From an optimization exercise on the open Yosys and OpenROAD flow, aimed at small area; shortcuts taken in it are not production practice. Function was checked by simulation only, so behaviour that the tests miss may differ from the original.

## flow/design.v (module list and top-level ports; edited modules follow where they fit)
// module Adder: 38 lines
// module CLA16B: 31 lines
// module CLA16B1x16S: 8 lines
// module CLA16B2x8S: 10 lines
// module CLA16B4x4S: 12 lines
// module StandAdder: 19 lines
// module mul8x8comb: 92 lines
// module avr_mul: 238 lines
// module alu_avr: 147 lines
// module bit_processor: 89 lines
// module io_adr_dec: 55 lines
// module io_reg_file: 150 lines
// module reg_file: 66 lines
// module pm_fetch_dec: 1254 lines
// module avr_core: 395 lines
// module avr_cpu: 65 lines
module avr_cpu (
    input  wire        clk,
    input  wire        rst_n,
    output wire [15:0] pc,
    input  wire [15:0] inst,
    output wire [5:0]  adr,
    output wire        iore,
    output wire        iowe,
    output wire [15:0] ramadr,
    output wire        ramre,
    output wire        ramwe,
    input  wire        cpuwait,
    input  wire [7:0]  dbusin,
    output wire [7:0]  dbusout,
    input  wire [22:0] irqlines,
    output wire        irqack,
    output wire [4:0]  irqackad,
    output wire        sleepi,
    output wire        irqok,
    output wire        globint,
    output wire        wdri,
    output wire [15:0] spm_out,
    output wire        spm_inst,
    input  wire        spm_wait,
    output wire        valid_instr,
    output wire        change_flow
);
  // ...
==> flow/run.sh <==
#!/bin/bash
# synth_recipe.tcl (not shown) runs the flow's synth.tcl, then flattens the netlist and writes it again
# the make line also repeats each setting of config.mk as NAME=value (left out here)
make -C /OpenROAD-flow-scripts/flow DESIGN_CONFIG=/design/flow/config.mk WORK_HOME=/design/flow/orfs CLKGATE_MAP_FILE= SYNTH_SCRIPT=/design/flow/synth_recipe.tcl finish
==> flow/config.mk <==
export PLATFORM = sky130hd
export DESIGN_NAME = avr_cpu
export DESIGN_NICKNAME = avr_cpu
export VERILOG_FILES = /design/flow/design.v
export SDC_FILE = /design/flow/constraint.sdc
export NUM_CORES = 4
export LEC_CHECK = 0
export CAP_MARGIN = 10
export CORE_MARGIN = 2
export CORE_UTILIZATION = 35
export CTS_CLUSTER_DIAMETER = 100
export CTS_CLUSTER_SIZE = 30
export GPL_TIMING_DRIVEN = 0
export SLEW_MARGIN = 10
==> flow/constraint.sdc <==
create_clock -name core_clock -period 12.0 [get_ports {clk}]
set_input_delay 2.4000 -clock core_clock [delete_from_list [all_inputs] [get_ports {clk}]]
set_output_delay 2.4000 -clock core_clock [all_outputs]
set_load 0.01 [all_outputs]
==> qor.yml, run 1 <==
run_status:
  status: "complete, but fails checks"
  failed_checks: "negative setup slack"
place:
  postPlaceCellArea_um2: 36800
  post-place-cells: 5497
  port_buffers: 129
floorplanning:
  row_count: 113
  core_area_um2: 94900
final_layout:
  multi_input_area_share: 0.538
  seq_share: 0.265
  fin_cells: 5674
  drive_gt1_frac: 0.162
  seqCellArea_um2: 10800
  layout_common_cells: "741 x nand2_1, 416 x dfrtp_1, 344 x nor2_1"
  nonClkBufAreaFrac: 0.115
sta:
  skew_ps: 77.5
  fin_crit_sh: 1.06
  finalSetupViolCount: 44
  hold_violations: 0
  fin_ws_ps: -683
synthesis:
  synthXorXnorAreaFrac: 0.00703
  postSynthCellCount: 4082
  synth_top_family_by_area: "compound AO/OA/AOI/OAI gates"
  synth_area_leaders: "dfrtp_1 32%, nand2_1 8.4%, fa_1 6.1%"
  post-synth-top-count-cell: "nand2_1"
min_path:
  hold_path.class: "register to register"
clocking:
  cts.path.max_buffers: 3
  cts.clk_slew.worst_paths_ps: 110
  cts_tree: "yes"
  clock_latency_ps: 720
grt:
  grt_use_met1: 0.551
  grt_pass1_vias: 34000
critical_path:
  cp_num_buf_inv: 11
  crit_path_top_delay_cell: "o211ai_1"
  worst_setup_path_start_kind: "register"
detailed_routing:
  viasPerCell: 6.55
  wl_per_cell_um: 35.2
==> module avr_mul, before the edit <==
module avr_mul(
   input  wire        fmul,      
   input  wire        muls,      
   input  wire        mulsu,     
   input  wire [7:0]  rd_in,
   input  wire [7:0]  rr_in,
   output wire [15:0] mr_out,
   output wire        mc_out,    
   output wire        mz_out     
);
   wire sa = rd_in[7] & (muls | mulsu);
   wire sb = rr_in[7] & muls;
   wire w0 = (rd_in[0] & rr_in[0]);
   wire w1 = (rd_in[0] & rr_in[1]);
   wire w2 = (rd_in[1] & rr_in[0]);
   wire w3 = (rd_in[0] & rr_in[2]);
   wire w4 = (rd_in[1] & rr_in[1]);
   wire w5 = (rd_in[2] & rr_in[0]);
   wire w6 = (rd_in[0] & rr_in[3]);
   wire w7 = (rd_in[1] & rr_in[2]);
   wire w8 = (rd_in[2] & rr_in[1]);
   wire w9 = (rd_in[3] & rr_in[0]);
   wire w10 = (rd_in[0] & rr_in[4]);
   wire w11 = (rd_in[1] & rr_in[3]);
   wire w12 = (rd_in[2] & rr_in[2]);
   wire w13 = (rd_in[3] & rr_in[1]);
   wire w14 = (rd_in[4] & rr_in[0]);
   wire w15 = (rd_in[0] & rr_in[5]);
   wire w16 = (rd_in[1] & rr_in[4]);
   wire w17 = (rd_in[2] & rr_in[3]);
   wire w18 = (rd_in[3] & rr_in[2]);
   wire w19 = (rd_in[4] & rr_in[1]);
   wire w20 = (rd_in[5] & rr_in[0]);
   wire w21 = (rd_in[0] & rr_in[6]);
   wire w22 = (rd_in[1] & rr_in[5]);
   wire w23 = (rd_in[2] & rr_in[4]);
   wire w24 = (rd_in[3] & rr_in[3]);
   wire w25 = (rd_in[4] & rr_in[2]);
   wire w26 = (rd_in[5] & rr_in[1]);
   wire w27 = (rd_in[6] & rr_in[0]);
   wire w28 = (rd_in[0] & rr_in[7]);
   wire w29 = (rd_in[1] & rr_in[6]);
   wire w30 = (rd_in[2] & rr_in[5]);
   wire w31 = (rd_in[3] & rr_in[4]);
   wire w32 = (rd_in[4] & rr_in[3]);
   wire w33 = (rd_in[5] & rr_in[2]);
   wire w34 = (rd_in[6] & rr_in[1]);
   wire w35 = (rd_in[7] & rr_in[0]);
   wire w36 = (rd_in[1] & rr_in[7]);
   wire w37 = (rd_in[2] & rr_in[6]);
   wire w38 = (rd_in[3] & rr_in[5]);
   wire w39 = (rd_in[4] & rr_in[4]);
   wire w40 = (rd_in[5] & rr_in[3]);
   wire w41 = (rd_in[6] & rr_in[2]);
   wire w42 = (rd_in[7] & rr_in[1]);
   wire w43 = ~(sa & rr_in[0]);
   wire w44 = ~(sb & rd_in[0]);
   wire w45 = (rd_in[2] & rr_in[7]);
   wire w46 = (rd_in[3] & rr_in[6]);
   wire w47 = (rd_in[4] & rr_in[5]);
   wire w48 = (rd_in[5] & rr_in[4]);
   wire w49 = (rd_in[6] & rr_in[3]);
   wire w50 = (rd_in[7] & rr_in[2]);
   wire w51 = ~(sa & rr_in[1]);
   wire w52 = ~(sb & rd_in[1]);
   wire w53 = 1'b1;
   wire w54 = (rd_in[3] & rr_in[7]);
   wire w55 = (rd_in[4] & rr_in[6]);
   wire w56 = (rd_in[5] & rr_in[5]);
   wire w57 = (rd_in[6] & rr_in[4]);
   wire w58 = (rd_in[7] & rr_in[3]);
   wire w59 = ~(sa & rr_in[2]);
   wire w60 = ~(sb & rd_in[2]);
   wire w61 = (rd_in[4] & rr_in[7]);
   wire w62 = (rd_in[5] & rr_in[6]);
   wire w63 = (rd_in[6] & rr_in[5]);
   wire w64 = (rd_in[7] & rr_in[4]);
   wire w65 = ~(sa & rr_in[3]);
   wire w66 = ~(sb & rd_in[3]);
   wire w67 = (rd_in[5] & rr_in[7]);
   wire w68 = (rd_in[6] & rr_in[6]);
   wire w69 = (rd_in[7] & rr_in[5]);
   wire w70 = ~(sa & rr_in[4]);
   wire w71 = ~(sb & rd_in[4]);
   wire w72 = (rd_in[6] & rr_in[7]);
   wire w73 = (rd_in[7] & rr_in[6]);
   wire w74 = ~(sa & rr_in[5]);
   wire w75 = ~(sb & rd_in[5]);
   wire w76 = (rd_in[7] & rr_in[7]);
   wire w77 = ~(sa & rr_in[6]);
   wire w78 = ~(sb & rd_in[6]);
   wire w79 = ~(sa & rr_in[7]);
   wire w80 = ~(sb & rd_in[7]);
   wire w81 = w3 ^ w4 ^ w5;
   wire w82 = (w3 & w4) | (w5 & (w3 ^ w4));
   wire w83 = w6 ^ w7 ^ w8;
   wire w84 = (w6 & w7) | (w8 & (w6 ^ w7));
   wire w85 = w9 ^ w82 ^ w83;
   wire w86 = (w9 & w82) | (w83 & (w9 ^ w82));
   wire w87 = w10 ^ w11 ^ w12;
   wire w88 = (w10 & w11) | (w12 & (w10 ^ w11));
   wire w89 = w13 ^ w14 ^ w84;
   wire w90 = (w13 & w14) | (w84 & (w13 ^ w14));
   wire w91 = w86 ^ w87 ^ w89;
   wire w92 = (w86 & w87) | (w89 & (w86 ^ w87));
   wire w93 = w15 ^ w16 ^ w17;
   wire w94 = (w15 & w16) | (w17 & (w15 ^ w16));
   wire w95 = w18 ^ w19 ^ w20;
   wire w96 = (w18 & w19) | (w20 & (w18 ^ w19));
   wire w97 = w88 ^ w90 ^ w92;
   wire w98 = (w88 & w90) | (w92 & (w88 ^ w90));
   wire w99 = w93 ^ w95 ^ w97;
   wire w100 = (w93 & w95) | (w97 & (w93 ^ w95));
   wire w101 = w21 ^ w22 ^ w23;
   wire w102 = (w21 & w22) | (w23 & (w21 ^ w22));
   wire w103 = w24 ^ w25 ^ w26;
   wire w104 = (w24 & w25) | (w26 & (w24 ^ w25));
   wire w105 = w27 ^ w94 ^ w96;
   wire w106 = (w27 & w94) | (w96 & (w27 ^ w94));
   wire w107 = w98 ^ w100 ^ w101;
   wire w108 = (w98 & w100) | (w101 & (w98 ^ w100));
   wire w109 = w103 ^ w105 ^ w107;
   wire w110 = (w103 & w105) | (w107 & (w103 ^ w105));
   wire w111 = w28 ^ w29 ^ w30;
   wire w112 = (w28 & w29) | (w30 & (w28 ^ w29));
   wire w113 = w31 ^ w32 ^ w33;
   wire w114 = (w31 & w32) | (w33 & (w31 ^ w32));
   wire w115 = w34 ^ w35 ^ w102;
   wire w116 = (w34 & w35) | (w102 & (w34 ^ w35));
   wire w117 = w104 ^ w106 ^ w108;
   wire w118 = (w104 & w106) | (w108 & (w104 ^ w106));
   wire w119 = w110 ^ w111 ^ w113;
   wire w120 = (w110 & w111) | (w113 & (w110 ^ w111));
   wire w121 = w115 ^ w117 ^ w119;
   wire w122 = (w115 & w117) | (w119 & (w115 ^ w117));
   wire w123 = w36 ^ w37 ^ w38;
   wire w124 = (w36 & w37) | (w38 & (w36 ^ w37));
   wire w125 = w39 ^ w40 ^ w41;
   wire w126 = (w39 & w40) | (w41 & (w39 ^ w40));
   wire w127 = w42 ^ w43 ^ w44;
   wire w128 = (w42 & w43) | (w44 & (w42 ^ w43));
   wire w129 = w112 ^ w114 ^ w116;
   wire w130 = (w112 & w114) | (w116 & (w112 ^ w114));
   wire w131 = w118 ^ w120 ^ w122;
   wire w132 = (w118 & w120) | (w122 & (w118 ^ w120));
   wire w133 = w123 ^ w125 ^ w127;
   wire w134 = (w123 & w125) | (w127 & (w123 ^ w125));
   wire w135 = w129 ^ w131 ^ w133;
   wire w136 = (w129 & w131) | (w133 & (w129 ^ w131));
   wire w137 = w45 ^ w46 ^ w47;
   wire w138 = (w45 & w46) | (w47 & (w45 ^ w46));
   wire w139 = w48 ^ w49 ^ w50;
   wire w140 = (w48 & w49) | (w50 & (w48 ^ w49));
   wire w141 = w51 ^ w52 ^ w53;
   wire w142 = (w51 & w52) | (w53 & (w51 ^ w52));
   wire w143 = w124 ^ w126 ^ w128;
   wire w144 = (w124 & w126) | (w128 & (w124 ^ w126));
   wire w145 = w130 ^ w132 ^ w134;
   wire w146 = (w130 & w132) | (w134 & (w130 ^ w132));
   wire w147 = w136 ^ w137 ^ w139;
   wire w148 = (w136 & w137) | (w139 & (w136 ^ w137));
   wire w149 = w141 ^ w143 ^ w145;
   wire w150 = (w141 & w143) | (w145 & (w141 ^ w143));
   wire w151 = w54 ^ w55 ^ w56;
   wire w152 = (w54 & w55) | (w56 & (w54 ^ w55));
   wire w153 = w57 ^ w58 ^ w59;
   wire w154 = (w57 & w58) | (w59 & (w57 ^ w58));
   wire w155 = w60 ^ w138 ^ w140;
   wire w156 = (w60 & w138) | (w140 & (w60 ^ w138));
   wire w157 = w142 ^ w144 ^ w146;
   wire w158 = (w142 & w144) | (w146 & (w142 ^ w144));
   wire w159 = w148 ^ w150 ^ w151;
   wire w160 = (w148 & w150) | (w151 & (w148 ^ w150));
   wire w161 = w153 ^ w155 ^ w157;
   wire w162 = (w153 & w155) | (w157 & (w153 ^ w155));
   wire w163 = w61 ^ w62 ^ w63;
   wire w164 = (w61 & w62) | (w63 & (w61 ^ w62));
   wire w165 = w64 ^ w65 ^ w66;
   wire w166 = (w64 & w65) | (w66 & (w64 ^ w65));
   wire w167 = w152 ^ w154 ^ w156;
   wire w168 = (w152 & w154) | (w156 & (w152 ^ w154));
   wire w169 = w158 ^ w160 ^ w162;
   wire w170 = (w158 & w160) | (w162 & (w158 ^ w160));
   wire w171 = w163 ^ w165 ^ w167;
   wire w172 = (w163 & w165) | (w167 & (w163 ^ w165));
   wire w173 = w67 ^ w68 ^ w69;
   wire w174 = (w67 & w68) | (w69 & (w67 ^ w68));
   wire w175 = w70 ^ w71 ^ w164;
   wire w176 = (w70 & w71) | (w164 & (w70 ^ w71));
   wire w177 = w166 ^ w168 ^ w170;
   wire w178 = (w166 & w168) | (w170 & (w166 ^ w168));
   wire w179 = w172 ^ w173 ^ w175;
   wire w180 = (w172 & w173) | (w175 & (w172 ^ w173));
   wire w181 = w72 ^ w73 ^ w74;
   wire w182 = (w72 & w73) | (w74 & (w72 ^ w73));
   wire w183 = w75 ^ w174 ^ w176;
   wire w184 = (w75 & w174) | (w176 & (w75 ^ w174));
   wire w185 = w178 ^ w180 ^ w181;
   wire w186 = (w178 & w180) | (w181 & (w178 ^ w180));
   wire w187 = w76 ^ w77 ^ w78;
   wire w188 = (w76 & w77) | (w78 & (w76 ^ w77));
   wire w189 = w182 ^ w184 ^ w186;
   wire w190 = (w182 & w184) | (w186 & (w182 ^ w184));
   wire w191 = w79 ^ w80 ^ w188;
   wire w192 = w1 ^ w2;
   wire w193 = w1 & w2;
   wire w194 = w81 ^ w193;
   wire w195 = w81 & w193;
   wire w196 = w85 ^ w195;
   wire w197 = w85 & w195;
   wire w198 = w91 ^ w197;
   wire w199 = w91 & w197;
   wire w200 = w99 ^ w199;
   wire w201 = w99 & w199;
   wire w202 = w109 ^ w201;
   wire w203 = w109 & w201;
   wire w204 = w121 ^ w203;
   wire w205 = w121 & w203;
   wire w206 = w135 ^ w205;
   wire w207 = w135 & w205;
   wire w208 = w147 ^ w149 ^ w207;
   wire w209 = (w147 & w149) | (w207 & (w147 ^ w149));
   wire w210 = w159 ^ w161 ^ w209;
   wire w211 = (w159 & w161) | (w209 & (w159 ^ w161));
   wire w212 = w169 ^ w171 ^ w211;
   wire w213 = (w169 & w171) | (w211 & (w169 ^ w171));
   wire w214 = w177 ^ w179 ^ w213;
   wire w215 = (w177 & w179) | (w213 & (w177 ^ w179));
   wire w216 = w183 ^ w185 ^ w215;
   wire w217 = (w183 & w185) | (w215 & (w183 ^ w185));
   wire w218 = w187 ^ w189 ^ w217;
   wire w219 = (w187 & w189) | (w217 & (w187 ^ w189));
   wire w220 = w190 ^ w191 ^ w219;
   wire [15:0] p = {w220, w218, w216, w214, w212, w210, w208, w206, w204, w202, w200, w198, w196, w194, w192, w0};
   assign mr_out = fmul ? {p[14:0], 1'b0} : p;
   assign mc_out = p[15];
   assign mz_out = ~(|rd_in) | ~(|rr_in);
endmodule
==> run 2, diff against run 1 <==
--- a/flow/design.v
+++ b/flow/design.v
@@ -122,6 +122,24 @@
    endgenerate
    assign CO = c[AdderWidth];
 endmodule
+module IncDec #(parameter W = 16) (
+   input  wire [W-1:0] A,
+   input  wire         UP,
+   input  wire         EN,
+   output wire [W-1:0] Y
+);
+   wire [W-1:0] t = UP ? A : ~A;
+   wire [W:0]   p;
+   assign p[0] = EN;
+   genvar i;
+   generate
+      for (i = 0; i < W; i = i + 1)
+      begin : chain
+         assign p[i+1] = p[i] & t[i];
+         assign Y[i]   = A[i] ^ p[i];
+      end
+   endgenerate
+endmodule
 `timescale 1 ns / 1 ns
 module mul8x8comb(
                   rd_in, 
@@ -217,15 +235,28 @@
 endmodule  
 `timescale 1 ns / 1 ns
 module avr_mul(
+   input  wire        cp2,
+   input  wire        ireset,
    input  wire        fmul,      
    input  wire        muls,      
    input  wire        mulsu,     
-   input  wire [7:0]  rd_in,
-   input  wire [7:0]  rr_in,
+   input  wire [7:0]  rd_d,      
+   input  wire [7:0]  rr_d,      
    output wire [15:0] mr_out,
    output wire        mc_out,    
    output wire        mz_out     
 );
+   reg  [7:0] rd_in;
+   reg  [7:0] rr_in;
+   always @(posedge cp2 or negedge ireset)
+      if (!ireset) begin
+         rd_in <= 8'h00;
+         rr_in <= 8'h00;
+      end
+      else begin
+         rd_in <= rd_d;
+         rr_in <= rr_d;
+      end
    wire sa = rd_in[7] & (muls | mulsu);
    wire sb = rr_in[7] & muls;
    wire w0 = (rd_in[0] & rr_in[0]);
@@ -313,143 +344,131 @@
    wire w82 = (w3 & w4) | (w5 & (w3 ^ w4));
    wire w83 = w6 ^ w7 ^ w8;
    wire w84 = (w6 & w7) | (w8 & (w6 ^ w7));
-   wire w85 = w9 ^ w82 ^ w83;
-   wire w86 = (w9 & w82) | (w83 & (w9 ^ w82));
-   wire w87 = w10 ^ w11 ^ w12;
-   wire w88 = (w10 & w11) | (w12 & (w10 ^ w11));
-   wire w89 = w13 ^ w14 ^ w84;
-   wire w90 = (w13 & w14) | (w84 & (w13 ^ w14));
-   wire w91 = w86 ^ w87 ^ w89;
-   wire w92 = (w86 & w87) | (w89 & (w86 ^ w87));
-   wire w93 = w15 ^ w16 ^ w17;
-   wire w94 = (w15 & w16) | (w17 & (w15 ^ w16));
-   wire w95 = w18 ^ w19 ^ w20;
-   wire w96 = (w18 & w19) | (w20 & (w18 ^ w19));
-   wire w97 = w88 ^ w90 ^ w92;
-   wire w98 = (w88 & w90) | (w92 & (w88 ^ w90));
-   wire w99 = w93 ^ w95 ^ w97;
-   wire w100 = (w93 & w95) | (w97 & (w93 ^ w95));
-   wire w101 = w21 ^ w22 ^ w23;
-   wire w102 = (w21 & w22) | (w23 & (w21 ^ w22));
-   wire w103 = w24 ^ w25 ^ w26;
-   wire w104 = (w24 & w25) | (w26 & (w24 ^ w25));
-   wire w105 = w27 ^ w94 ^ w96;
-   wire w106 = (w27 & w94) | (w96 & (w27 ^ w94));
-   wire w107 = w98 ^ w100 ^ w101;
-   wire w108 = (w98 & w100) | (w101 & (w98 ^ w100));
-   wire w109 = w103 ^ w105 ^ w107;
-   wire w110 = (w103 & w105) | (w107 & (w103 ^ w105));
-   wire w111 = w28 ^ w29 ^ w30;
-   wire w112 = (w28 & w29) | (w30 & (w28 ^ w29));
-   wire w113 = w31 ^ w32 ^ w33;
-   wire w114 = (w31 & w32) | (w33 & (w31 ^ w32));
-   wire w115 = w34 ^ w35 ^ w102;
-   wire w116 = (w34 & w35) | (w102 & (w34 ^ w35));
-   wire w117 = w104 ^ w106 ^ w108;
-   wire w118 = (w104 & w106) | (w108 & (w104 ^ w106));
-   wire w119 = w110 ^ w111 ^ w113;
-   wire w120 = (w110 & w111) | (w113 & (w110 ^ w111));
-   wire w121 = w115 ^ w117 ^ w119;
-   wire w122 = (w115 & w117) | (w119 & (w115 ^ w117));
-   wire w123 = w36 ^ w37 ^ w38;
-   wire w124 = (w36 & w37) | (w38 & (w36 ^ w37));
-   wire w125 = w39 ^ w40 ^ w41;
-   wire w126 = (w39 & w40) | (w41 & (w39 ^ w40));
-   wire w127 = w42 ^ w43 ^ w44;
-   wire w128 = (w42 & w43) | (w44 & (w42 ^ w43));
-   wire w129 = w112 ^ w114 ^ w116;
-   wire w130 = (w112 & w114) | (w116 & (w112 ^ w114));
-   wire w131 = w118 ^ w120 ^ w122;
-   wire w132 = (w118 & w120) | (w122 & (w118 ^ w120));
-   wire w133 = w123 ^ w125 ^ w127;
-   wire w134 = (w123 & w125) | (w127 & (w123 ^ w125));
-   wire w135 = w129 ^ w131 ^ w133;
-   wire w136 = (w129 & w131) | (w133 & (w129 ^ w131));
-   wire w137 = w45 ^ w46 ^ w47;
-   wire w138 = (w45 & w46) | (w47 & (w45 ^ w46));
-   wire w139 = w48 ^ w49 ^ w50;
-   wire w140 = (w48 & w49) | (w50 & (w48 ^ w49));
-   wire w141 = w51 ^ w52 ^ w53;
-   wire w142 = (w51 & w52) | (w53 & (w51 ^ w52));
-   wire w143 = w124 ^ w126 ^ w128;
-   wire w144 = (w124 & w126) | (w128 & (w124 ^ w126));
-   wire w145 = w130 ^ w132 ^ w134;
-   wire w146 = (w130 & w132) | (w134 & (w130 ^ w132));
-   wire w147 = w136 ^ w137 ^ w139;
-   wire w148 = (w136 & w137) | (w139 & (w136 ^ w137));
-   wire w149 = w141 ^ w143 ^ w145;
-   wire w150 = (w141 & w143) | (w145 & (w141 ^ w143));
-   wire w151 = w54 ^ w55 ^ w56;
-   wire w152 = (w54 & w55) | (w56 & (w54 ^ w55));
-   wire w153 = w57 ^ w58 ^ w59;
-   wire w154 = (w57 & w58) | (w59 & (w57 ^ w58));
-   wire w155 = w60 ^ w138 ^ w140;
-   wire w156 = (w60 & w138) | (w140 & (w60 ^ w138));
-   wire w157 = w142 ^ w144 ^ w146;
-   wire w158 = (w142 & w144) | (w146 & (w142 ^ w144));
-   wire w159 = w148 ^ w150 ^ w151;
-   wire w160 = (w148 & w150) | (w151 & (w148 ^ w150));
-   wire w161 = w153 ^ w155 ^ w157;
-   wire w162 = (w153 & w155) | (w157 & (w153 ^ w155));
-   wire w163 = w61 ^ w62 ^ w63;
-   wire w164 = (w61 & w62) | (w63 & (w61 ^ w62));
-   wire w165 = w64 ^ w65 ^ w66;
-   wire w166 = (w64 & w65) | (w66 & (w64 ^ w65));
-   wire w167 = w152 ^ w154 ^ w156;
-   wire w168 = (w152 & w154) | (w156 & (w152 ^ w154));
-   wire w169 = w158 ^ w160 ^ w162;
-   wire w170 = (w158 & w160) | (w162 & (w158 ^ w160));
-   wire w171 = w163 ^ w165 ^ w167;
-   wire w172 = (w163 & w165) | (w167 & (w163 ^ w165));
-   wire w173 = w67 ^ w68 ^ w69;
-   wire w174 = (w67 & w68) | (w69 & (w67 ^ w68));
-   wire w175 = w70 ^ w71 ^ w164;
-   wire w176 = (w70 & w71) | (w164 & (w70 ^ w71));
-   wire w177 = w166 ^ w168 ^ w170;
-   wire w178 = (w166 & w168) | (w170 & (w166 ^ w168));
-   wire w179 = w172 ^ w173 ^ w175;
-   wire w180 = (w172 & w173) | (w175 & (w172 ^ w173));
-   wire w181 = w72 ^ w73 ^ w74;
-   wire w182 = (w72 & w73) | (w74 & (w72 ^ w73));
-   wire w183 = w75 ^ w174 ^ w176;
-   wire w184 = (w75 & w174) | (w176 & (w75 ^ w174));
-   wire w185 = w178 ^ w180 ^ w181;
-   wire w186 = (w178 & w180) | (w181 & (w178 ^ w180));
-   wire w187 = w76 ^ w77 ^ w78;
-   wire w188 = (w76 & w77) | (w78 & (w76 ^ w77));
-   wire w189 = w182 ^ w184 ^ w186;
-   wire w190 = (w182 & w184) | (w186 & (w182 ^ w184));
-   wire w191 = w79 ^ w80 ^ w188;
-   wire w192 = w1 ^ w2;
-   wire w193 = w1 & w2;
-   wire w194 = w81 ^ w193;
-   wire w195 = w81 & w193;
-   wire w196 = w85 ^ w195;
-   wire w197 = w85 & w195;
-   wire w198 = w91 ^ w197;
-   wire w199 = w91 & w197;
-   wire w200 = w99 ^ w199;
-   wire w201 = w99 & w199;
-   wire w202 = w109 ^ w201;
-   wire w203 = w109 & w201;
-   wire w204 = w121 ^ w203;
-   wire w205 = w121 & w203;
-   wire w206 = w135 ^ w205;
-   wire w207 = w135 & w205;
-   wire w208 = w147 ^ w149 ^ w207;
-   wire w209 = (w147 & w149) | (w207 & (w147 ^ w149));
-   wire w210 = w159 ^ w161 ^ w209;
-   wire w211 = (w159 & w161) | (w209 & (w159 ^ w161));
-   wire w212 = w169 ^ w171 ^ w211;
-   wire w213 = (w169 & w171) | (w211 & (w169 ^ w171));
-   wire w214 = w177 ^ w179 ^ w213;
-   wire w215 = (w177 & w179) | (w213 & (w177 ^ w179));
-   wire w216 = w183 ^ w185 ^ w215;
-   wire w217 = (w183 & w185) | (w215 & (w183 ^ w185));
-   wire w218 = w187 ^ w189 ^ w217;
-   wire w219 = (w187 & w189) | (w217 & (w187 ^ w189));
-   wire w220 = w190 ^ w191 ^ w219;
-   wire [15:0] p = {w220, w218, w216, w214, w212, w210, w208, w206, w204, w202, w200, w198, w196, w194, w192, w0};
+   wire w85 = w10 ^ w11 ^ w12;
+   wire w86 = (w10 & w11) | (w12 & (w10 ^ w11));
+   wire w87 = w13 ^ w14;
+   wire w88 = w13 & w14;
+   wire w89 = w15 ^ w16 ^ w17;
+   wire w90 = (w15 & w16) | (w17 & (w15 ^ w16));
+   wire w91 = w18 ^ w19 ^ w20;
+   wire w92 = (w18 & w19) | (w20 & (w18 ^ w19));
+   wire w93 = w21 ^ w22 ^ w23;
+   wire w94 = (w21 & w22) | (w23 & (w21 ^ w22));
+   wire w95 = w24 ^ w25 ^ w26;
+   wire w96 = (w24 & w25) | (w26 & (w24 ^ w25));
+   wire w97 = w28 ^ w29 ^ w30;
+   wire w98 = (w28 & w29) | (w30 & (w28 ^ w29));
+   wire w99 = w31 ^ w32 ^ w33;
+   wire w100 = (w31 & w32) | (w33 & (w31 ^ w32));
+   wire w101 = w34 ^ w35;
+   wire w102 = w34 & w35;
+   wire w103 = w36 ^ w37 ^ w38;
+   wire w104 = (w36 & w37) | (w38 & (w36 ^ w37));
+   wire w105 = w39 ^ w40 ^ w41;
+   wire w106 = (w39 & w40) | (w41 & (w39 ^ w40));
+   wire w107 = w42 ^ w43 ^ w44;
+   wire w108 = (w42 & w43) | (w44 & (w42 ^ w43));
+   wire w109 = w45 ^ w46 ^ w47;
+   wire w110 = (w45 & w46) | (w47 & (w45 ^ w46));
+   wire w111 = w48 ^ w49 ^ w50;
+   wire w112 = (w48 & w49) | (w50 & (w48 ^ w49));
+   wire w113 = w51 ^ w52 ^ w53;
+   wire w114 = (w51 & w52) | (w53 & (w51 ^ w52));
+   wire w115 = w54 ^ w55 ^ w56;
+   wire w116 = (w54 & w55) | (w56 & (w54 ^ w55));
+   wire w117 = w57 ^ w58 ^ w59;
+   wire w118 = (w57 & w58) | (w59 & (w57 ^ w58));
+   wire w119 = w61 ^ w62 ^ w63;
+   wire w120 = (w61 & w62) | (w63 & (w61 ^ w62));
+   wire w121 = w64 ^ w65 ^ w66;
+   wire w122 = (w64 & w65) | (w66 & (w64 ^ w65));
+   wire w123 = w67 ^ w68 ^ w69;
+   wire w124 = (w67 & w68) | (w69 & (w67 ^ w68));
+   wire w125 = w70 ^ w71;
+   wire w126 = w70 & w71;
+   wire w127 = w72 ^ w73 ^ w74;
+   wire w128 = (w72 & w73) | (w74 & (w72 ^ w73));
+   wire w129 = w76 ^ w77 ^ w78;
+   wire w130 = (w76 & w77) | (w78 & (w76 ^ w77));
+   wire w131 = w82 ^ w83 ^ w9;
+   wire w132 = (w82 & w83) | (w9 & (w82 ^ w83));
+   wire w133 = w84 ^ w85 ^ w87;
+   wire w134 = (w84 & w85) | (w87 & (w84 ^ w85));
+   wire w135 = w86 ^ w88 ^ w89;
+   wire w136 = (w86 & w88) | (w89 & (w86 ^ w88));
+   wire w137 = w90 ^ w92 ^ w93;
+   wire w138 = (w90 & w92) | (w93 & (w90 ^ w92));
+   wire w139 = w95 ^ w27;
+   wire w140 = w95 & w27;
+   wire w141 = w94 ^ w96 ^ w97;
+   wire w142 = (w94 & w96) | (w97 & (w94 ^ w96));
+   wire w143 = w99 ^ w101;
+   wire w144 = w99 & w101;
+   wire w145 = w98 ^ w100 ^ w102;
+   wire w146 = (w98 & w100) | (w102 & (w98 ^ w100));
+   wire w147 = w103 ^ w105 ^ w107;
+   wire w148 = (w103 & w105) | (w107 & (w103 ^ w105));
+   wire w149 = w104 ^ w106 ^ w108;
+   wire w150 = (w104 & w106) | (w108 & (w104 ^ w106));
+   wire w151 = w109 ^ w111 ^ w113;
+   wire w152 = (w109 & w111) | (w113 & (w109 ^ w111));
+   wire w153 = w110 ^ w112 ^ w114;
+   wire w154 = (w110 & w112) | (w114 & (w110 ^ w112));
+   wire w155 = w115 ^ w117 ^ w60;
+   wire w156 = (w115 & w117) | (w60 & (w115 ^ w117));
+   wire w157 = w116 ^ w118 ^ w119;
+   wire w158 = (w116 & w118) | (w119 & (w116 ^ w118));
+   wire w159 = w120 ^ w122 ^ w123;
+   wire w160 = (w120 & w122) | (w123 & (w120 ^ w122));
+   wire w161 = w124 ^ w126 ^ w127;
+   wire w162 = (w124 & w126) | (w127 & (w124 ^ w126));
+   wire w163 = w130 ^ w79 ^ w80;
+   wire w164 = w134 ^ w135 ^ w91;
+   wire w165 = (w134 & w135) | (w91 & (w134 ^ w135));
+   wire w166 = w136 ^ w137 ^ w139;
+   wire w167 = (w136 & w137) | (w139 & (w136 ^ w137));
+   wire w168 = w138 ^ w140 ^ w141;
+   wire w169 = (w138 & w140) | (w141 & (w138 ^ w140));
+   wire w170 = w142 ^ w144 ^ w145;
+   wire w171 = (w142 & w144) | (w145 & (w142 ^ w144));
+   wire w172 = w146 ^ w148 ^ w149;
+   wire w173 = (w146 & w148) | (w149 & (w146 ^ w148));
+   wire w174 = w150 ^ w152 ^ w153;
+   wire w175 = (w150 & w152) | (w153 & (w150 ^ w152));
+   wire w176 = w154 ^ w156 ^ w157;
+   wire w177 = (w154 & w156) | (w157 & (w154 ^ w156));
+   wire w178 = w158 ^ w159 ^ w125;
+   wire w179 = (w158 & w159) | (w125 & (w158 ^ w159));
+   wire w180 = w160 ^ w161 ^ w75;
+   wire w181 = (w160 & w161) | (w75 & (w160 ^ w161));
+   wire w182 = w162 ^ w128 ^ w129;
+   wire w183 = (w162 & w128) | (w129 & (w162 ^ w128));
+   wire w184 = w167 ^ w168 ^ w143;
+   wire w185 = (w167 & w168) | (w143 & (w167 ^ w168));
+   wire w186 = w169 ^ w170 ^ w147;
+   wire w187 = (w169 & w170) | (w147 & (w169 ^ w170));
+   wire w188 = w171 ^ w172 ^ w151;
+   wire w189 = (w171 & w172) | (w151 & (w171 ^ w172));
+   wire w190 = w173 ^ w174 ^ w155;
+   wire w191 = (w173 & w174) | (w155 & (w173 ^ w174));
+   wire w192 = w175 ^ w176 ^ w121;
+   wire w193 = (w175 & w176) | (w121 & (w175 ^ w176));
+   wire w194 = w193 ^ w177 ^ w178;
+   wire w195 = (w193 & w177) | (w178 & (w193 ^ w177));
+   wire w196 = w195 ^ w179 ^ w180;
+   wire w197 = (w195 & w179) | (w180 & (w195 ^ w179));
+   wire w198 = w197 ^ w181 ^ w182;
+   wire w199 = (w197 & w181) | (w182 & (w197 ^ w181));
+   wire w200 = w199 ^ w183 ^ w163;
+   wire [15:0] ra = {w200, w198, w196, w194, w191, w189, w187, w185, w184, w165, w164, w132, w131, w81, w1, w0};
+   wire [15:0] rb = {1'b0, 1'b0, 1'b0, 1'b0, w192, w190, w188, w186, 1'b0, w166, 1'b0, w133, 1'b0, 1'b0, w2, 1'b0};
+   wire        c8;
+   wire [15:0] p;
+   wire [7:0]  s_hi0, s_hi1;
+   StandAdder #(.AdderWidth(8)) fa_lo (.A(ra[7:0]),  .B(rb[7:0]),  .CI(1'b0), .S(p[7:0]), .CO(c8));
+   StandAdder #(.AdderWidth(8)) fa_hi0(.A(ra[15:8]), .B(rb[15:8]), .CI(1'b0), .S(s_hi0),  .CO());
+   StandAdder #(.AdderWidth(8)) fa_hi1(.A(ra[15:8]), .B(rb[15:8]), .CI(1'b1), .S(s_hi1),  .CO());
+   assign p[15:8] = c8 ? s_hi1 : s_hi0;
    assign mr_out = fmul ? {p[14:0], 1'b0} : p;
    assign mc_out = p[15];
    assign mz_out = ~(|rd_in) | ~(|rr_in);
@@ -802,7 +821,7 @@
 parameter P_SREG_Address  = 6'h3F;  
 parameter P_RAMPZ_Address = 6'h3B;  
 parameter P_EIND_Address  = 6'h3C;  
-   StandAdder #(.AdderWidth(16)) sp_adder(.A({sph_current, spl_current}), .B({{15{~sp_ndown_up}}, 1'b1}), .CI(1'b0), .S(sp_res), .CO());
+   IncDec #(.W(16)) sp_incdec(.A({sph_current, spl_current}), .UP(sp_ndown_up), .EN(1'b1), .Y(sp_res));
    always @(cp2en or adr or iowe or dbusout or sreg_fl_in or sreg_fl_wr_en or sp_res or sp_en or spl_current or sph_current or 
             sreg_current or rampz_current)
    begin: next_regs_comb
@@ -931,7 +950,9 @@
                         (y_reg & {16{reg_h_adr[1]}}) |
                         (z_reg & {16{reg_h_adr[2]}});
    wire [15:0] reg_h_in;
-   StandAdder #(.AdderWidth(16)) h_adder(.A(h_data), .B(reg_h_addend), .CI(1'b0), .S(reg_h_in), .CO());
+   wire        h_c6;
+   StandAdder #(.AdderWidth(6)) h_adder(.A(h_data[5:0]), .B(reg_h_addend[5:0]), .CI(1'b0), .S(reg_h_in[5:0]), .CO(h_c6));
+   IncDec #(.W(10)) h_incdec(.A(h_data[15:6]), .UP(~reg_h_addend[15]), .EN(reg_h_addend[15] ^ h_c6), .Y(reg_h_in[15:6]));
    assign reg_h_sum = reg_h_in;
    assign reg_h_out = pre_dec ? reg_h_in : h_data;
    wire [15:0] rr_pair = gv[reg_rr_adr[4:1]*16 +: 16];
@@ -1250,8 +1271,10 @@
    reg                    reti_st2_current;
    reg                    reti_st3_current;
    wire                    brxx_st_current;		 
-   reg                    adiw_st_current;
-   reg                    sbiw_st_current;
+   reg                    wop_st_current;		 
+   wire                   adiw_st_current;
+   wire                   sbi_st_current;
+   wire                    sbiw_st_current;
    wire                    nskip_inst_st0_current;
    reg                    skip_inst_st1_current;
    reg                    skip_inst_st2_current;		 
@@ -1263,8 +1286,8 @@
    wire                    lds_st_current;
    reg                    st_st_current;
    reg                    ld_st_current;
-   reg                    sbi_st_current;
-   reg                    cbi_st_current;
+   reg                    bio_st_current;		 
+   wire                    cbi_st_current;
    reg                    push_st_current;
    reg                    pop_st_current;
    wire                   nop_insert_st;
@@ -1420,6 +1443,10 @@
    assign ijmp_st_current = 1'b0;
    assign brxx_st_current = 1'b0;
    assign irqack_int_current = irq_st1_current;
+   assign sbiw_st_current = wop_st_current & prev_ir_hi_current[0];
+   assign cbi_st_current = bio_st_current & ~prev_ir_hi_current[1];
+   assign adiw_st_current = wop_st_current & ~prev_ir_hi_current[0];
+   assign sbi_st_current  = bio_st_current & prev_ir_hi_current[1];
    assign sreg_fl_wr_en[0] = sreg_c_wr_en;
    assign sreg_fl_wr_en[1] = sreg_z_wr_en;
    assign sreg_fl_wr_en[2] = sreg_n_wr_en;
@@ -1446,7 +1473,7 @@
    assign adiw_sbiw_encoder_out = {2'b11, dex_adiw_sbiw_reg_adr, 1'b0};
    assign instruction_code_reg = ((nop_insert_st == 1'b1 | insert_nop == 1'b1)) ? {16{1'b0}} : 		 
                                  instruction_reg_current;		 
-   assign nop_insert_st = adiw_st_current | sbiw_st_current | cbi_st_current | sbi_st_current | rjmp_st_current | ijmp_st_current | pop_st_current | push_st_current | brxx_st_current | ld_st_current | st_st_current | ncall_st0_current | nirq_st0_current | nret_st0_current | nreti_st0_current | nlpm_st0_current | njmp_st0_current | nrcall_st0_current | nicall_st0_current | sts_st_current | lds_st_current | nskip_inst_st0_current | nlpm_e_st0_current | (mul_st_current | muls_st_current | xmulx_st_current) | nspm_st0_current;
+   assign nop_insert_st = wop_st_current | sbiw_st_current | cbi_st_current | bio_st_current | rjmp_st_current | ijmp_st_current | pop_st_current | push_st_current | brxx_st_current | ld_st_current | st_st_current | ncall_st0_current | nirq_st0_current | nret_st0_current | nreti_st0_current | nlpm_st0_current | njmp_st0_current | nrcall_st0_current | nicall_st0_current | sts_st_current | lds_st_current | nskip_inst_st0_current | nlpm_e_st0_current | (mul_st_current | muls_st_current | xmulx_st_current) | nspm_st0_current;
    assign idc_adc = (instruction_code_reg[15:10] == 6'b000111) ? 1'b1 : 		 
                     1'b0;
    assign idc_add = (instruction_code_reg[15:10] == 6'b000011) ? 1'b1 : 		 
@@ -1618,12 +1645,12 @@
    assign reg_h_addend = (idc_ldd_y | idc_ldd_z | idc_std_y | idc_std_z) ? {10'b0000000000, dex_adr_disp} :
                          post_inc ? 16'h0001 : 16'hFFFF;
    assign ramadr = ramadr_int_current;
-   assign alu_reg_wr = idc_adc | idc_add | idc_adiw | adiw_st_current | idc_sub | idc_subi | idc_sbc | idc_sbci | idc_sbiw | sbiw_st_current | idc_and | idc_andi | idc_or | idc_ori | idc_eor | idc_com | idc_neg | idc_inc | idc_dec | idc_lsr | idc_ror | idc_asr | idc_swap;
+   assign alu_reg_wr = idc_adc | idc_add | idc_adiw | wop_st_current | idc_sub | idc_subi | idc_sbc | idc_sbci | idc_sbiw | sbiw_st_current | idc_and | idc_andi | idc_or | idc_ori | idc_eor | idc_com | idc_neg | idc_inc | idc_dec | idc_lsr | idc_ror | idc_asr | idc_swap;
    assign reg_rd_wr = idc_in | alu_reg_wr | idc_bld | (pop_st_current | ld_st_current | lds_st_current) | ((st_st_current | sts_st_current) & reg_file_adr_space_current) | lpm_st2_current | idc_ldi | idc_mov | lpm_e_st2_current | idc_movw | (mul_st_current | muls_st_current | xmulx_st_current);		 
    assign reg_wr_adr = ((idc_subi | idc_sbci | idc_andi | idc_ori | idc_cpi | idc_ldi | idc_muls) == 1'b1) ? {1'b1, dex_adrreg_d[3:0]} : 		 
                        ((lpm_st2_current == 1'b1 | mul_st_current == 1'b1 | muls_st_current == 1'b1 | xmulx_st_current == 1'b1)) ? 5'b00000 : 		 
                        ((idc_adiw | idc_sbiw) == 1'b1) ? adiw_sbiw_encoder_out : 
-                       ((adiw_st_current | sbiw_st_current) == 1'b1) ? adiw_sbiw_encoder_mux_out_current : 
+                       ((wop_st_current | sbiw_st_current) == 1'b1) ? adiw_sbiw_encoder_mux_out_current : 
                        ((((st_st_current | sts_st_current) & (~reg_file_adr_space_current)) | ld_st_current | lds_st_current | pop_st_current | lpm_e_st2_current) == 1'b1) ? dex_adrreg_d_latched_current : 		 
                        (((st_st_current | sts_st_current) & reg_file_adr_space_current) == 1'b1) ? ramadr_int_current[4:0] : 		 
                        ((idc_movw == 1'b1)) ? {dex_adrreg_d[4 - 1:0], 1'b0} : 		 
@@ -1631,15 +1658,9 @@
                        dex_adrreg_d;
    wire [9:0]  mul_ir = {prev_ir_hi_current, cbi_sbi_io_adr_tmp_current, cbi_sbi_bit_num_tmp_current};
    wire        mul_any_st = mul_st_current | muls_st_current | xmulx_st_current;
-   wire [4:0]  mul_rd_adr = mul_st_current  ? mul_ir[8:4] :
-                            muls_st_current ? {1'b1, mul_ir[7:4]} :
-                                              {2'b10, mul_ir[6:4]};
-   wire [4:0]  mul_rr_adr = mul_st_current  ? {mul_ir[9], mul_ir[3:0]} :
-                            muls_st_current ? {1'b1, mul_ir[3:0]} :
-                                              {2'b10, mul_ir[2:0]};
-   assign reg_rd_adr = mul_any_st ? mul_rd_adr : reg_wr_adr;
+   assign reg_rd_adr = reg_wr_adr;
    wire [4:0] reg_rr_adr_int;
-   assign reg_rr_adr = mul_any_st ? mul_rr_adr : reg_rr_adr_int;
+   assign reg_rr_adr = reg_rr_adr_int;
    assign reg_rr_adr_int = (((ld_st_current | lds_st_current) & reg_file_adr_space_current) == 1'b1) ? ramadr_int_current[4:0] : 		 
                        (((st_st_current | sts_st_current) & reg_file_adr_space_current) == 1'b1) ? dex_adrreg_d_latched_current : 		 
                        ((idc_movw == 1'b1)) ? {dex_adrreg_r[3:0], 1'b0} : 		 
@@ -1657,22 +1678,22 @@
                       ((mul_st_current == 1'b1 | muls_st_current == 1'b1 | xmulx_st_current == 1'b1)) ? mr_out[7:0] : 		 
                       alu_data_out;		 
    assign iore_int = idc_in | idc_sbi | idc_cbi | idc_sbic | idc_sbis | ((ld_st_current | lds_st_current) & io_file_adr_space_current);		 
-   assign iowe_int = (((idc_out | sbi_st_current | cbi_st_current) | ((st_st_current | sts_st_current) & io_file_adr_space_current)) == 1'b1) ? 1'b1 : 		 
+   assign iowe_int = (((idc_out | bio_st_current | cbi_st_current) | ((st_st_current | sts_st_current) & io_file_adr_space_current)) == 1'b1) ? 1'b1 : 		 
                      1'b0;
    assign adr_int = ((idc_in | idc_out) == 1'b1) ? dex_adr6port : 		 
                     ((idc_cbi | idc_sbi | idc_sbic | idc_sbis) == 1'b1) ? {1'b0, dex_adr5port} : 		 
-                    ((cbi_st_current | sbi_st_current) == 1'b1) ? {1'b0, cbi_sbi_io_adr_tmp_current} : 		 
+                    ((cbi_st_current | bio_st_current) == 1'b1) ? {1'b0, cbi_sbi_io_adr_tmp_current} : 		 
                     {ramadr_int_current[6], ramadr_int_current[4:0]};		 
    generate
          genvar                 i;
          for (i = 0; i < 8; i = i + 1)
          begin : dbusout_mux_logic
-            assign dbusout_int[i] = (reg_rd_out[i] & (idc_push | idc_sts | (idc_st_x | idc_st_y | idc_std_y | idc_st_z | idc_std_z))) | (gp_reg_tmp_current[i] & (st_st_current | sts_st_current)) | (bitpr_io_out[i] & (cbi_st_current | sbi_st_current)) | (program_counter[i] & (idc_rcall | idc_icall | call_st1_current)) | (program_counter_high_fr_current[i] & (rcall_st1_current | icall_st1_current | call_st2_current)) | (pc_for_interrupt_current[i] & irq_st1_current) | (pc_for_interrupt_current[i + 8] & irq_st2_current) | (reg_rd_out[i] & idc_out);		 
+            assign dbusout_int[i] = (reg_rd_out[i] & (idc_push | idc_sts | (idc_st_x | idc_st_y | idc_std_y | idc_st_z | idc_std_z))) | (gp_reg_tmp_current[i] & (st_st_current | sts_st_current)) | (bitpr_io_out[i] & (cbi_st_current | bio_st_current)) | (program_counter[i] & (idc_rcall | idc_icall | call_st1_current)) | (program_counter_high_fr_current[i] & (rcall_st1_current | icall_st1_current | call_st2_current)) | (pc_for_interrupt_current[i] & irq_st1_current) | (pc_for_interrupt_current[i + 8] & irq_st2_current) | (reg_rd_out[i] & idc_out);		 
          end
       endgenerate
       assign alu_data_r_in = ((idc_subi | idc_sbci | idc_andi | idc_ori | idc_cpi) == 1'b1) ? dex_dat8_immed : 
                              ((idc_adiw | idc_sbiw) == 1'b1) ? {2'b00, dex_dat6_immed} : 
-                             ((adiw_st_current | sbiw_st_current) == 1'b1) ? 8'b00000000 : 
+                             ((wop_st_current | sbiw_st_current) == 1'b1) ? 8'b00000000 : 
                              reg_rr_out;
       assign pa15_pm = rampz_out[0] & (idc_elpm | idc_elpm_ext | idc_spm);		 
       assign offset_brbx = ((dex_brxx_offset[6] == 1'b0)) ? {10'b0000000000, dex_brxx_offset[5:0]} : 		 
@@ -1681,11 +1702,13 @@
                           {5'b11111, dex_adr12mem_s[10:0]};		 
       assign program_counter = {pc_high_current, pc_low_current};
       wire        pc_brbx  = (idc_brbc | idc_brbs) & bit_test_op_out;
-      wire [15:0] pc_addend = pc_brbx ? offset_brbx : ((idc_rjmp | idc_rcall) == 1'b1) ? offset_rxx : 16'd1;
-      wire [15:0] pc_sum;
-      StandAdder #(.AdderWidth(16)) pc_adder(.A(program_counter), .B(pc_addend), .CI(1'b0), .S(pc_sum), .CO());
-      assign program_counter_in = (pc_brbx == 1'b1) ? pc_sum : 		 
-                                  ((idc_rjmp | idc_rcall) == 1'b1) ? pc_sum : 		 
+      wire [15:0] pc_addend = (idc_brbc | idc_brbs) ? offset_brbx : offset_rxx;
+      wire [15:0] pc_rel;
+      wire [15:0] pc_inc;
+      StandAdder #(.AdderWidth(16)) pc_adder(.A(program_counter), .B(pc_addend), .CI(1'b0), .S(pc_rel), .CO());
+      IncDec #(.W(16)) pc_incr(.A(program_counter), .UP(1'b1), .EN(1'b1), .Y(pc_inc));
+      assign program_counter_in = (pc_brbx == 1'b1) ? pc_rel : 		 
+                                  ((idc_rjmp | idc_rcall) == 1'b1) ? pc_rel : 		 
                                   ((idc_ijmp | idc_icall) == 1'b1) ? reg_z_out : 		 
                                   ((idc_lpm | idc_elpm | idc_lpm_ext | idc_elpm_ext | idc_spm) == 1'b1) ? {pa15_pm, reg_z_out[15:1]} : 		 
                                   ((jmp_st1_current | call_st1_current) == 1'b1) ? instruction_reg_current : 		 
@@ -1693,7 +1716,7 @@
                                   ((ret_st1_current | reti_st1_current) == 1'b1) ? {dbusin, 8'b00000000} : 		 
                                   ((ret_st2_current | reti_st2_current) == 1'b1) ? {8'b00000000, dbusin} : 		 
                                   ((lpm_st1_current | lpm_e_st1_current | (spm_st1_current & (~spm_wait))) == 1'b1) ? program_counter_tmp_current : 		 
-                                  pc_sum;		 
+                                  pc_inc;		 
       assign pc_low_en = (~(idc_ld_x | idc_ld_y | idc_ld_z | idc_ldd_y | idc_ldd_z | idc_st_x | idc_st_y | idc_st_z | idc_std_y | idc_std_z | ((sts_st_current | lds_st_current) & cpuwait) | idc_adiw | idc_sbiw | idc_push | idc_pop | idc_cbi | idc_sbi | rcall_st1_current | icall_st1_current | call_st2_current | irq_st2_current | cpuwait | ret_st1_current | reti_st1_current | (idc_mul | idc_muls | idc_mulsu | idc_fmul | idc_fmuls | idc_fmulsu) | (spm_st1_current & spm_wait)));		 
       assign pc_high_en = (~(idc_ld_x | idc_ld_y | idc_ld_z | idc_ldd_y | idc_ldd_z | idc_st_x | idc_st_y | idc_st_z | idc_std_y | idc_std_z | ((sts_st_current | lds_st_current) & cpuwait) | idc_adiw | idc_sbiw | idc_push | idc_pop | idc_cbi | idc_sbi | rcall_st1_current | icall_st1_current | call_st2_current | irq_st2_current | cpuwait | ret_st2_current | reti_st2_current | (idc_mul | idc_muls | idc_mulsu | idc_fmul | idc_fmuls | idc_fmulsu) | (spm_st1_current & spm_wait)));		 
       assign pc = program_counter;
@@ -1723,11 +1746,11 @@
             end
          end
          endgenerate
-         assign sreg_c_wr_en = idc_add | idc_adc | (idc_adiw | adiw_st_current) | idc_sub | idc_subi | idc_sbc | idc_sbci | (idc_sbiw | sbiw_st_current) | idc_com | idc_neg | idc_cp | idc_cpc | idc_cpi | idc_lsr | idc_ror | idc_asr | sreg_bop_wr_en[0] | mul_st_current | muls_st_current | xmulx_st_current;
-         assign sreg_z_wr_en = idc_add | idc_adc | (idc_adiw | adiw_st_current) | idc_sub | idc_subi | idc_sbc | idc_sbci | (idc_sbiw | sbiw_st_current) | idc_cp | idc_cpc | idc_cpi | idc_and | idc_andi | idc_or | idc_ori | idc_eor | idc_com | idc_neg | idc_inc | idc_dec | idc_lsr | idc_ror | idc_asr | sreg_bop_wr_en[1] | mul_st_current | muls_st_current | xmulx_st_current;
-         assign sreg_n_wr_en = idc_add | idc_adc | adiw_st_current | idc_sub | idc_subi | idc_sbc | idc_sbci | sbiw_st_current | idc_cp | idc_cpc | idc_cpi | idc_and | idc_andi | idc_or | idc_ori | idc_eor | idc_com | idc_neg | idc_inc | idc_dec | idc_lsr | idc_ror | idc_asr | sreg_bop_wr_en[2];
-         assign sreg_v_wr_en = idc_add | idc_adc | adiw_st_current | idc_sub | idc_subi | idc_sbc | idc_sbci | sbiw_st_current | idc_neg | idc_com | idc_inc | idc_dec | idc_cp | idc_cpc | idc_cpi | idc_lsr | idc_ror | idc_asr | sreg_bop_wr_en[3] | idc_and | idc_andi | idc_or | idc_ori | idc_eor;		 
-         assign sreg_s_wr_en = idc_add | idc_adc | adiw_st_current | idc_sub | idc_subi | idc_sbc | idc_sbci | sbiw_st_current | idc_cp | idc_cpc | idc_cpi | idc_and | idc_andi | idc_or | idc_ori | idc_eor | idc_com | idc_neg | idc_inc | idc_dec | idc_lsr | idc_ror | idc_asr | sreg_bop_wr_en[4];
+         assign sreg_c_wr_en = idc_add | idc_adc | (idc_adiw | wop_st_current) | idc_sub | idc_subi | idc_sbc | idc_sbci | (idc_sbiw | sbiw_st_current) | idc_com | idc_neg | idc_cp | idc_cpc | idc_cpi | idc_lsr | idc_ror | idc_asr | sreg_bop_wr_en[0] | mul_st_current | muls_st_current | xmulx_st_current;
+         assign sreg_z_wr_en = idc_add | idc_adc | (idc_adiw | wop_st_current) | idc_sub | idc_subi | idc_sbc | idc_sbci | (idc_sbiw | sbiw_st_current) | idc_cp | idc_cpc | idc_cpi | idc_and | idc_andi | idc_or | idc_ori | idc_eor | idc_com | idc_neg | idc_inc | idc_dec | idc_lsr | idc_ror | idc_asr | sreg_bop_wr_en[1] | mul_st_current | muls_st_current | xmulx_st_current;
+         assign sreg_n_wr_en = idc_add | idc_adc | wop_st_current | idc_sub | idc_subi | idc_sbc | idc_sbci | sbiw_st_current | idc_cp | idc_cpc | idc_cpi | idc_and | idc_andi | idc_or | idc_ori | idc_eor | idc_com | idc_neg | idc_inc | idc_dec | idc_lsr | idc_ror | idc_asr | sreg_bop_wr_en[2];
+         assign sreg_v_wr_en = idc_add | idc_adc | wop_st_current | idc_sub | idc_subi | idc_sbc | idc_sbci | sbiw_st_current | idc_neg | idc_com | idc_inc | idc_dec | idc_cp | idc_cpc | idc_cpi | idc_lsr | idc_ror | idc_asr | sreg_bop_wr_en[3] | idc_and | idc_andi | idc_or | idc_ori | idc_eor;		 
+         assign sreg_s_wr_en = idc_add | idc_adc | wop_st_current | idc_sub | idc_subi | idc_sbc | idc_sbci | sbiw_st_current | idc_cp | idc_cpc | idc_cpi | idc_and | idc_andi | idc_or | idc_ori | idc_eor | idc_com | idc_neg | idc_inc | idc_dec | idc_lsr | idc_ror | idc_asr | sreg_bop_wr_en[4];
          assign sreg_h_wr_en = idc_add | idc_adc | idc_sub | idc_subi | idc_cp | idc_cpc | idc_cpi | idc_sbc | idc_sbci | idc_neg | sreg_bop_wr_en[5];
          assign sreg_t_wr_en = idc_bst | sreg_bop_wr_en[6];
          assign sreg_i_wr_en = irq_st1_current | reti_st3_current | sreg_bop_wr_en[7];		 
@@ -1782,7 +1805,7 @@
          assign sp_ndown_up = idc_pop | idc_ret | (ret_st1_current & (~cpuwait)) | idc_reti | (reti_st1_current & (~cpuwait));		 
          assign sp_en = idc_push | idc_pop | idc_rcall | (rcall_st1_current & (~cpuwait)) | idc_icall | (icall_st1_current & (~cpuwait)) | idc_ret | (ret_st1_current & (~cpuwait)) | idc_reti | (reti_st1_current & (~cpuwait)) | call_st1_current | (call_st2_current & (~cpuwait)) | irq_st1_current | (irq_st2_current & (~cpuwait));		 
          assign branch = dex_condition;
-         assign bit_num_r_io = ((cbi_st_current | sbi_st_current) == 1'b1) ? cbi_sbi_bit_num_tmp_current : 
+         assign bit_num_r_io = ((cbi_st_current | bio_st_current) == 1'b1) ? cbi_sbi_bit_num_tmp_current : 
                                dex_bitop_bitnum;
          assign adr = adr_int;
          assign ramre = ramre_int_current;
@@ -1797,7 +1820,7 @@
          assign reg_rd_hb_in = ((idc_movw == 1'b1)) ? reg_rr_hb_out : 		 
                                mr_out[15:8];
          assign change_flow = rjmp_st_current | nrcall_st0_current | brxx_st_current | ncall_st0_current | ijmp_st_current | nirq_st0_current | njmp_st0_current | nicall_st0_current | nskip_inst_st0_current;
-         assign valid_instr = (~(adiw_st_current | sbiw_st_current | cbi_st_current | sbi_st_current | rjmp_st_current | ijmp_st_current | pop_st_current | push_st_current | brxx_st_current | ld_st_current | st_st_current | ncall_st0_current | nirq_st0_current | nret_st0_current | nreti_st0_current | nlpm_st0_current | njmp_st0_current | nrcall_st0_current | nicall_st0_current | sts_st_current | lds_st_current | nskip_inst_st0_current | nlpm_e_st0_current | (mul_st_current | muls_st_current | xmulx_st_current) | nspm_st0_current));		 
+         assign valid_instr = (~(wop_st_current | sbiw_st_current | cbi_st_current | bio_st_current | rjmp_st_current | ijmp_st_current | pop_st_current | push_st_current | brxx_st_current | ld_st_current | st_st_current | ncall_st0_current | nirq_st0_current | nret_st0_current | nreti_st0_current | nlpm_st0_current | njmp_st0_current | nrcall_st0_current | nicall_st0_current | sts_st_current | lds_st_current | nskip_inst_st0_current | nlpm_e_st0_current | (mul_st_current | muls_st_current | xmulx_st_current) | nspm_st0_current));		 
          assign fmul  = xmulx_st_current & (mul_ir[7] | mul_ir[3]);		 
          assign muls  = muls_st_current | (xmulx_st_current & mul_ir[7] & ~mul_ir[3]);		 
          assign mulsu = xmulx_st_current & ~(mul_ir[7] ^ mul_ir[3]);		 
@@ -1819,7 +1842,7 @@
 reg	  nskip_inst_st0_next;
 reg	  skip_inst_st1_next;
 reg	  skip_inst_st2_next;		      
-reg	  adiw_st_next;
+reg	  wop_st_next;
 reg	  sbiw_st_next;
 reg	  nlpm_st0_next;
 reg	  lpm_st1_next;
@@ -1868,7 +1891,7 @@
 reg	  brxx_st_next; 	      
 reg	  st_st_next;
 reg	  ld_st_next;
-reg	  sbi_st_next;
+reg	  bio_st_next;
 reg	  cbi_st_next;
 reg	  push_st_next;
 reg	  pop_st_next;
@@ -1890,8 +1913,7 @@
    pc_high_current                   <= {8{1'b0}};
    skip_inst_st1_current             <= 1'b0;
    skip_inst_st2_current             <= 1'b0;
-   adiw_st_current                   <= 1'b0;
-   sbiw_st_current                   <= 1'b0;
+   wop_st_current                   <= 1'b0;
    lpm_st1_current                   <= 1'b0;
    lpm_st2_current                   <= 1'b0;
    lpm_e_st1_current                 <= 1'b0;
@@ -1927,8 +1949,7 @@
    pop_st_current	             <= 1'b0;
    ld_st_current	             <= 1'b0;
    st_st_current	             <= 1'b0;
-   sbi_st_current	             <= 1'b0;
-   cbi_st_current	             <= 1'b0;
+   bio_st_current	             <= 1'b0;
    cbi_sbi_io_adr_tmp_current        <= {5{1'b0}};
    cbi_sbi_bit_num_tmp_current       <= {3{1'b0}};
   end	 
@@ -1946,8 +1967,7 @@
    pc_high_current                   <= pc_high_next;
    skip_inst_st1_current	     <= skip_inst_st1_next;
    skip_inst_st2_current	     <= skip_inst_st2_next;
-   adiw_st_current		     <= adiw_st_next;
-   sbiw_st_current		     <= sbiw_st_next;
+   wop_st_current		     <= wop_st_next;
    lpm_st1_current                   <= lpm_st1_next;
    lpm_st2_current                   <= lpm_st2_next;
    lpm_e_st1_current		     <= lpm_e_st1_next;
@@ -1983,8 +2003,7 @@
    pop_st_current	             <= pop_st_next;
    ld_st_current	             <= ld_st_next;
    st_st_current	             <= st_st_next;
-   sbi_st_current	             <= sbi_st_next;
-   cbi_st_current	             <= cbi_st_next;
+   bio_st_current	             <= bio_st_next;
    cbi_sbi_io_adr_tmp_current        <= cbi_sbi_io_adr_tmp_next;
    cbi_sbi_bit_num_tmp_current       <= cbi_sbi_bit_num_tmp_next;
   end
@@ -2005,8 +2024,7 @@
    nskip_inst_st0_next            = nskip_inst_st0_current; 
    skip_inst_st1_next             = skip_inst_st1_current;  
    skip_inst_st2_next             = skip_inst_st2_current;  
-   adiw_st_next                   = adiw_st_current;
-   sbiw_st_next                   = sbiw_st_current;
+   wop_st_next                   = wop_st_current;
    nlpm_st0_next                  = nlpm_st0_current;	      
    lpm_st1_next                   = lpm_st1_current;	      
    lpm_st2_next                   = lpm_st2_current;		     
@@ -2051,8 +2069,7 @@
    pop_st_next  	          =  pop_st_current;	    	    
    ld_st_next		          =  ld_st_current; 	    
    st_st_next		          =  st_st_current; 	    
-   sbi_st_next  	          =  sbi_st_current;	    
-   cbi_st_next  	          =  cbi_st_current;	    
+   bio_st_next  	          =  bio_st_current;	    	    
    cbi_sbi_io_adr_tmp_next        =  cbi_sbi_io_adr_tmp_current; 
    cbi_sbi_bit_num_tmp_next       =  cbi_sbi_bit_num_tmp_current;
   if (cp2en) begin		 
@@ -2108,8 +2125,7 @@
    nskip_inst_st0_next = ((~nskip_inst_st0_current) & skip_inst_start) | (nskip_inst_st0_current & (~((skip_inst_st1_current & (~two_word_inst)) | skip_inst_st2_current)));
    skip_inst_st1_next  = ((~skip_inst_st1_current) & (~nskip_inst_st0_current) & skip_inst_start);
    skip_inst_st2_next  = (~skip_inst_st2_current) & skip_inst_st1_current & two_word_inst;
-   adiw_st_next = (~adiw_st_current) & idc_adiw;
-   sbiw_st_next = (~sbiw_st_current) & idc_sbiw;
+   wop_st_next = idc_adiw | idc_sbiw;
    nlpm_st0_next = ((~nlpm_st0_current) & (idc_lpm | idc_elpm)) | (nlpm_st0_current & (~lpm_st2_current));
    lpm_st1_next  = ((~lpm_st1_current) & (~nlpm_st0_current) & (idc_lpm | idc_elpm));	     
    lpm_st2_next  = (~lpm_st2_current) & lpm_st1_current;
@@ -2214,8 +2230,7 @@
     pop_st_next = ((~pop_st_current) & idc_pop) | (pop_st_current & cpuwait);
     ld_st_next = ((~ld_st_current) & (idc_ld_x | idc_ld_y | idc_ldd_y | idc_ld_z | idc_ldd_z | idc_lds)) | (ld_st_current & cpuwait);
     st_st_next = ((~st_st_current) & (idc_st_x | idc_st_y | idc_std_y | idc_st_z | idc_std_z | idc_sts)) | (st_st_current & cpuwait);
-    sbi_st_next = (~sbi_st_current) & idc_sbi;
-    cbi_st_next = (~cbi_st_current) & idc_cbi;
+    bio_st_next = idc_sbi | idc_cbi;
     cbi_sbi_io_adr_tmp_next = dex_adr5port;
     cbi_sbi_bit_num_tmp_next = dex_bitop_bitnum;
    end  
@@ -2598,11 +2613,13 @@
       begin : mul_is_used
          avr_mul
          avr_mul_Inst(
+		      .cp2    (cp2), 
+		      .ireset (ireset), 
 		      .fmul   (fmul), 
 		      .muls   (muls), 
 		      .mulsu  (mulsu), 
-		      .rd_in  (reg_rd_out), 
-		      .rr_in  (reg_rr_out), 
+		      .rd_d   (reg_rd_out), 
+		      .rr_d   (reg_rr_out), 
 		      .mr_out (mr_out), 
 		      .mc_out (mc_out), 
 		      .mz_out (mz_out)
==> flow/config.mk (replaced) <==
export PLATFORM = sky130hd
export DESIGN_NAME = avr_cpu
export DESIGN_NICKNAME = avr_cpu
export VERILOG_FILES = /design/flow/design.v
export SDC_FILE = /design/flow/constraint.sdc
export NUM_CORES = 4
export LEC_CHECK = 0
export CAP_MARGIN = 20
export CORE_MARGIN = 2
export CORE_UTILIZATION = 35
export SLEW_MARGIN = 20
==> run 2 against run 1 <==
Count of clock-buffer cells in the layout increased by 49; largest cell class unchanged; utilization shrank 2.9 points; critical path type unchanged; die area increased by 4.5%; now clean on timing, DRC and antenna; non-clock buffer count is 305 lower.
==> qor.yml, run 2 <==
critical_path:
  worst_setup_path_start_kind: "register"  # unchanged
  cp_num_buf_inv: 2  # was 11
  criticalPathCategory: "register to register"  # unchanged
  crit_path_top_delay_cell: "and3b_1"  # was o211ai_1
sta:
  rsz0062_at_grt: "no"  # was yes
  finalSetupViolCount: 0  # was 44
  skew_ps: 36.0  # was 77.5 ps
  hold_violations: 0  # unchanged
  fin_crit_sh: 0.895  # was 1.06
place:
  port_buffers: 129  # unchanged
  postPlaceCellArea_um2: 37600  # was 36800 um^2
floorplanning:
  row_count: 115  # was 113
  core_area_um2: 98700  # was 94900 um^2
clocking:
  cts.clk_slew.worst_paths_ps: 70  # was 110 ps
  clock_latency_ps: 660  # was 720 ps
  cts_tree: "yes"  # unchanged
  cts.path.max_buffers: 3  # unchanged
detailed_routing:
  wl_per_cell_um: 31.9  # was 35.2 um
  viasPerCell: 6.56  # was 6.55
synthesis:
  post-synth-top-count-cell: "nand2_1"  # unchanged
  postSynthCellCount: 4277  # was 4082
  synth_nets: 4465  # was 4274
  synthFlopType: "dfrtp_1"  # unchanged
  synth_area_leaders: "dfrtp_1 32%, nand2_1 7.4%, o21ai_0 4.7%"  # was dfrtp_1 32%, nand2_1 8.4%, fa_1 6.1%
grt:
  overflow: 0  # unchanged
  grt_use_total: 0.340  # was 0.395
  grt_pass1_vias: 34700  # was 34000
min_path:
  hold_path.class: "register to register"  # unchanged
final_layout:
  seqCellArea_um2: 11100  # was 10800 um^2
  drive_gt1_frac: 0.108  # was 0.162
  layout_common_cells: "688 x nand2_1, 445 x dfrtp_1, 353 x nor2_1"  # was 741 x nand2_1, 416 x dfrtp_1, 344 x nor2_1
  fin_cells: 5616  # was 5674
run_status:
  status: "finished clean"  # was complete, but fails checks
-- run 2: cell types whose count changed in the layout (fill, tap and decap cells not counted), moves of 22 or more --
cell / previous run / this run
a22oi_1: 23 / 45
and2_1: 28 / 82
buf_12: 26 / 1
buf_2: 26 / 0
buf_6: 26 / 0
clkbuf_1: 147 / 15
clkbuf_16: 30 / 55
dfrtp_1: 416 / 445
mux2_2: 74 / 109
nand2_1: 741 / 688
nand3_1: 128 / 151
o21ai_0: 294 / 321
-- run 2: logic make-up after synthesis --
| kind of cell | after synthesis | synth area share |
|---|---|---|
| compound gates | 1223 | 0.233 |
| xor+xnor | 48 | 0.0124 |
| fa+ha+maj | 139 | 0.0661 |
| buf+inv | 470 | 0.0584 |
| flops | 445 | 0.318 |
| mux | 280 | 0.0906 |
| simple gates | 1672 | 0.221 |
-- run 2: per-stage QoR --
stage          utilization  setup WS, ps
2_1_floorplan            -          3470
3_3_place_gp         0.381          1920
3_5_place_dp         0.381          1750
4_1_cts              0.400          1710
5_1_grt              0.400           972
6_report             0.400          1260
-- run 2: worst register-to-register path, stage by stage, from the launching register on --
cell	delay [ps]
dfrtp_1	660
nor3_1	590
nand4_1	670
nor4_4	650
o2bb2ai_2	180
o22a_2	830
buf_4	450
nor2_2	200
a32oi_1	250
a31o_1	150
and3b_1	990
inv_2	440
ha_1	340
ha_1	180
ha_1	220
ha_1	200
ha_1	270
a221oi_1	270
o21ai_0	120
a221oi_1	240
nand3_1	110
a211oi_1	170
o211ai_1	200
or4_1	650
and4b_1	980
nor2_2	400
o21ai_1	230
-- run 2: worst paths after layout --
check | end | slack (ps) | cells past startpoint
max in group asynchronous | async pin | 7850 | 3
min in group asynchronous | core.GPRF_Inst.regs[3].q[4] | 1830 | 1
max | register | 1260 | 26
max reg2reg | register | 1260 | 26
min reg2reg | core.pm_fetch_dec_Inst.lpm_e_st2_current | 400 | 0
min | core.pm_fetch_dec_Inst.lpm_e_st2_current | 400 | 0
-- run 2: metal layers --
layer  GRT usage  up-vias
li1            -    15600
met3      0.0821      735
met4       0.263        6
met1       0.429    17900
met2       0.501     2644
met5           0        -
-- run 2: layout make-up --
class	count	share of cell area
Multi-Input combinational cell	3362	0.557
Clock buffer	79	0.0394
Clock inverter	24	0.00716
Antenna cell	2	0.000127
Inverter	148	0.0141
Sequential cell	445	0.282
Tap cell	1287	0.0408
Timing Repair Buffer	269	0.0599

-- static timing again, ports no longer ideal --
The flow's constraints put no driver on any port. The routed layouts listed below were extracted and timed again, unchanged, in two steps.
Step 1 sets driving cells, clkbuf_16 on the clock port and buf_2 on the other inputs (assumed; they add their load-dependent delay and slew).
Step 2, shift: input delay + t, output delay - t, t = (earliest + latest rising clock arrival at the registers) / 2. This alone moves slack from input paths to output paths.
Three values: ideal ports, drivers, drivers and shift; two values: the first two.
run | shift t [ns] | slack for setup (ns) | worst setup path after step 2
run 1 | 0.745 | -0.683 / -0.683 / -0.683 | register to register
run 2 | 0.714 | 1.258 / 1.258 / 1.258 | register to register
